What follows belongs to an exercise in optimizing a design on an open flow for small area; a production flow would make more cautious choices. In this exercise RTL edits were held to simulation tests only and were not proved equivalent to the original.

Setup of the previous run:
==> module quadenc, before the edit <==
module quadenc(
			input clk_in,
			input en_in,
			input rst_in,          
			input a_in,
			input b_in,
			output mv_cw_o,
			output mv_acw_o
    );
	reg a_s, b_s;              
	reg [2:0] a_r, b_r;        
	reg a_v, b_v;              
	reg a_u, b_u;              
	reg [1:0] mv;              
	wire a_same = (a_in == a_s);
	wire b_same = (b_in == b_s);
	wire a_sat = &a_r;
	wire b_sat = &b_r;
	wire a_f = a_r[0] ? (a_r[1] | a_r[2]) : !a_r[2];
	wire b_f = b_r[0] ? (b_r[1] | b_r[2]) : !b_r[2];
	wire [2:0] a_rn = a_same ? {a_r[1:0], a_f} : 3'b110;
	wire [2:0] b_rn = b_same ? {b_r[1:0], b_f} : 3'b110;
	always @(posedge clk_in) begin
		if (rst_in) begin
			a_s <= 1'b0; b_s <= 1'b0;
			a_r <= 3'd7; b_r <= 3'd7;
			a_v <= 1'b0; b_v <= 1'b0;
			a_u <= 1'b0; b_u <= 1'b0;
		end else if (en_in) begin
			a_s <= a_in;
			b_s <= b_in;
			a_r <= a_rn;
			b_r <= b_rn;
			if (a_sat) a_v <= a_s;
			if (b_sat) b_v <= b_s;
			a_u <= a_v;
			b_u <= b_v;
		end
	end
	always @(posedge clk_in) begin
		if (en_in) begin
			mv[1] <= !mv[1] && !mv[0] && (a_u ^ b_u);
			mv[0] <= a_u | ((mv[1] | mv[0]) && b_u);
		end
	end
	assign mv_cw_o  = mv[1] & !mv[0];
	assign mv_acw_o = mv[1] &  mv[0];
endmodule
export LEC_CHECK = 0
export CAP_MARGIN = 20
export CORE_MARGIN = 2
export CORE_UTILIZATION = 40
export SLEW_MARGIN = 20
create_clock -name core_clock -period 10.0 [get_ports {clk_in}]
standard.sh (not shown) runs the stock make flow with config.mk's settings and CLKGATE_MAP_FILE= SYNTH_SCRIPT=/design/flow/synth_recipe.tcl, a recipe that flattens the netlist after the stock synthesis.
==> flow/flow/run.sh <==
#!/bin/bash
# Own layout flow.
# Synthesis: the standard synthesis script (synth_recipe.tcl), with two
# changes to the combinational mapping only: no adder extraction
# (ADDER_MAP_FILE empty) and an area-oriented ABC script (abc_area.script).
# Registers, their names and their cells are those of the standard synthesis.
# Layout: the standard layout, except that every port buffer is a buf_1
# and each output port that carries a constant gets a buf_1 of its own too,
# fed from shared tie cells (see const_ports.tcl).
set -euo pipefail
W=$(pwd)
{
  head -n 1 synth_recipe.tcl
  cat <<EOT
set ::env(ADDER_MAP_FILE) ""
proc abc {args} {
  set i [lsearch -exact \$args -script]
  if { \$i >= 0 } { lset args [expr {\$i + 1}] $W/flow/abc_area.script }
  yosys abc {*}\$args
}
EOT
  tail -n +2 synth_recipe.tcl
} > "$W/own_synth.tcl"
bash standard.sh "SYNTH_SCRIPT=$W/own_synth.tcl" synth > "$W/synth.log" 2>&1
bash standard.sh SKIP_REPAIR_TIE_FANOUT=1 \
  "PRE_GLOBAL_PLACE_TCL=$W/flow/const_ports.tcl" \
  "BUFFER_PORTS_ARGS=-buffer_cell sky130_fd_sc_hd__buf_1" \
  "CTS_ARGS=-sink_clustering_enable -buf_list sky130_fd_sc_hd__clkbuf_4 -root_buf sky130_fd_sc_hd__clkbuf_4 -dont_use_dummy_load -repair_clock_nets" \
  finish > "$W/layout.log" 2>&1
Other scripts of this flow, unchanged in this note and not shown: flow/flow/abc_area.script, flow/flow/const_ports.tcl
The inputs of the current run differ from those of the previous run as listed below.
--- a/flow/design.v
+++ b/flow/design.v
@@ -43,8 +43,10 @@
     );
 	reg a_s, b_s;              
 	reg [2:0] a_r, b_r;        
-	reg a_v, b_v;              
-	reg a_u, b_u;              
+	reg a_vn, b_vn;            
+	reg a_un, b_un;            
+	wire a_v = !a_vn, b_v = !b_vn;
+	wire a_u = !a_un, b_u = !b_un;
 	reg [1:0] mv;              
 	wire a_same = (a_in == a_s);
 	wire b_same = (b_in == b_s);
@@ -58,17 +60,17 @@
 		if (rst_in) begin
 			a_s <= 1'b0; b_s <= 1'b0;
 			a_r <= 3'd7; b_r <= 3'd7;
-			a_v <= 1'b0; b_v <= 1'b0;
-			a_u <= 1'b0; b_u <= 1'b0;
+			a_vn <= 1'b1; b_vn <= 1'b1;
+			a_un <= 1'b1; b_un <= 1'b1;
 		end else if (en_in) begin
 			a_s <= a_in;
 			b_s <= b_in;
 			a_r <= a_rn;
 			b_r <= b_rn;
-			if (a_sat) a_v <= a_s;
-			if (b_sat) b_v <= b_s;
-			a_u <= a_v;
-			b_u <= b_v;
+			if (a_sat) a_vn <= !a_s;
+			if (b_sat) b_vn <= !b_s;
+			a_un <= a_vn;
+			b_un <= b_vn;
 		end
 	end
 	always @(posedge clk_in) begin
--- outcome ---
Relative to the previous run, the pin slew with the least headroom to its limit of the current run is lower by 0.013 ns.
Setup WNS the previous run -> the current run: worse
The previous run -> the current run: routed length on met1 decreased slightly
A timing endpoint of the critical path of line1_out[105] is what the previous run shows, while line1_out[82] belongs to the current run.
Changes observed in the current run relative to the previous run: net total in the final layout fell about 0.8%; area occupied by multi-input gates increased by about 1.1% relative to the old numbers; share of the cycle needed by the critical path after routing rose 0.41 points; die area comparable.

[what the ideal ports hide]
Ports are ideal in the flow. The routed layouts listed here were re-timed in OpenROAD. Step 1, drivers: a clkbuf_16 drives clk_in and a buf_2 each remaining input, both assumed. Step 2 moves the port delays by t, midway between the first and last clock arrival at a register: inputs arrive t later, outputs are due t later. That takes back most of the time a late clock gives input paths. Slacks: ideal / step 1 / step 2; pairs: ideal / step 1.
run | t, ns | setup slack, ns | latest minus earliest clock arrival (ns) | slew at the worst register clock pin (ns) | pins driven straight from the clock port
the previous run | 0.330 | 5.537 / 5.517 / 5.847 | 0.015 / 0.015 | 0.10 / 0.10 | 1
the current run | 0.341 | 5.496 / 5.472 / 5.813 | 0.019 / 0.019 | 0.10 / 0.10 | 1
After both steps setup and hold are still met in every run listed.
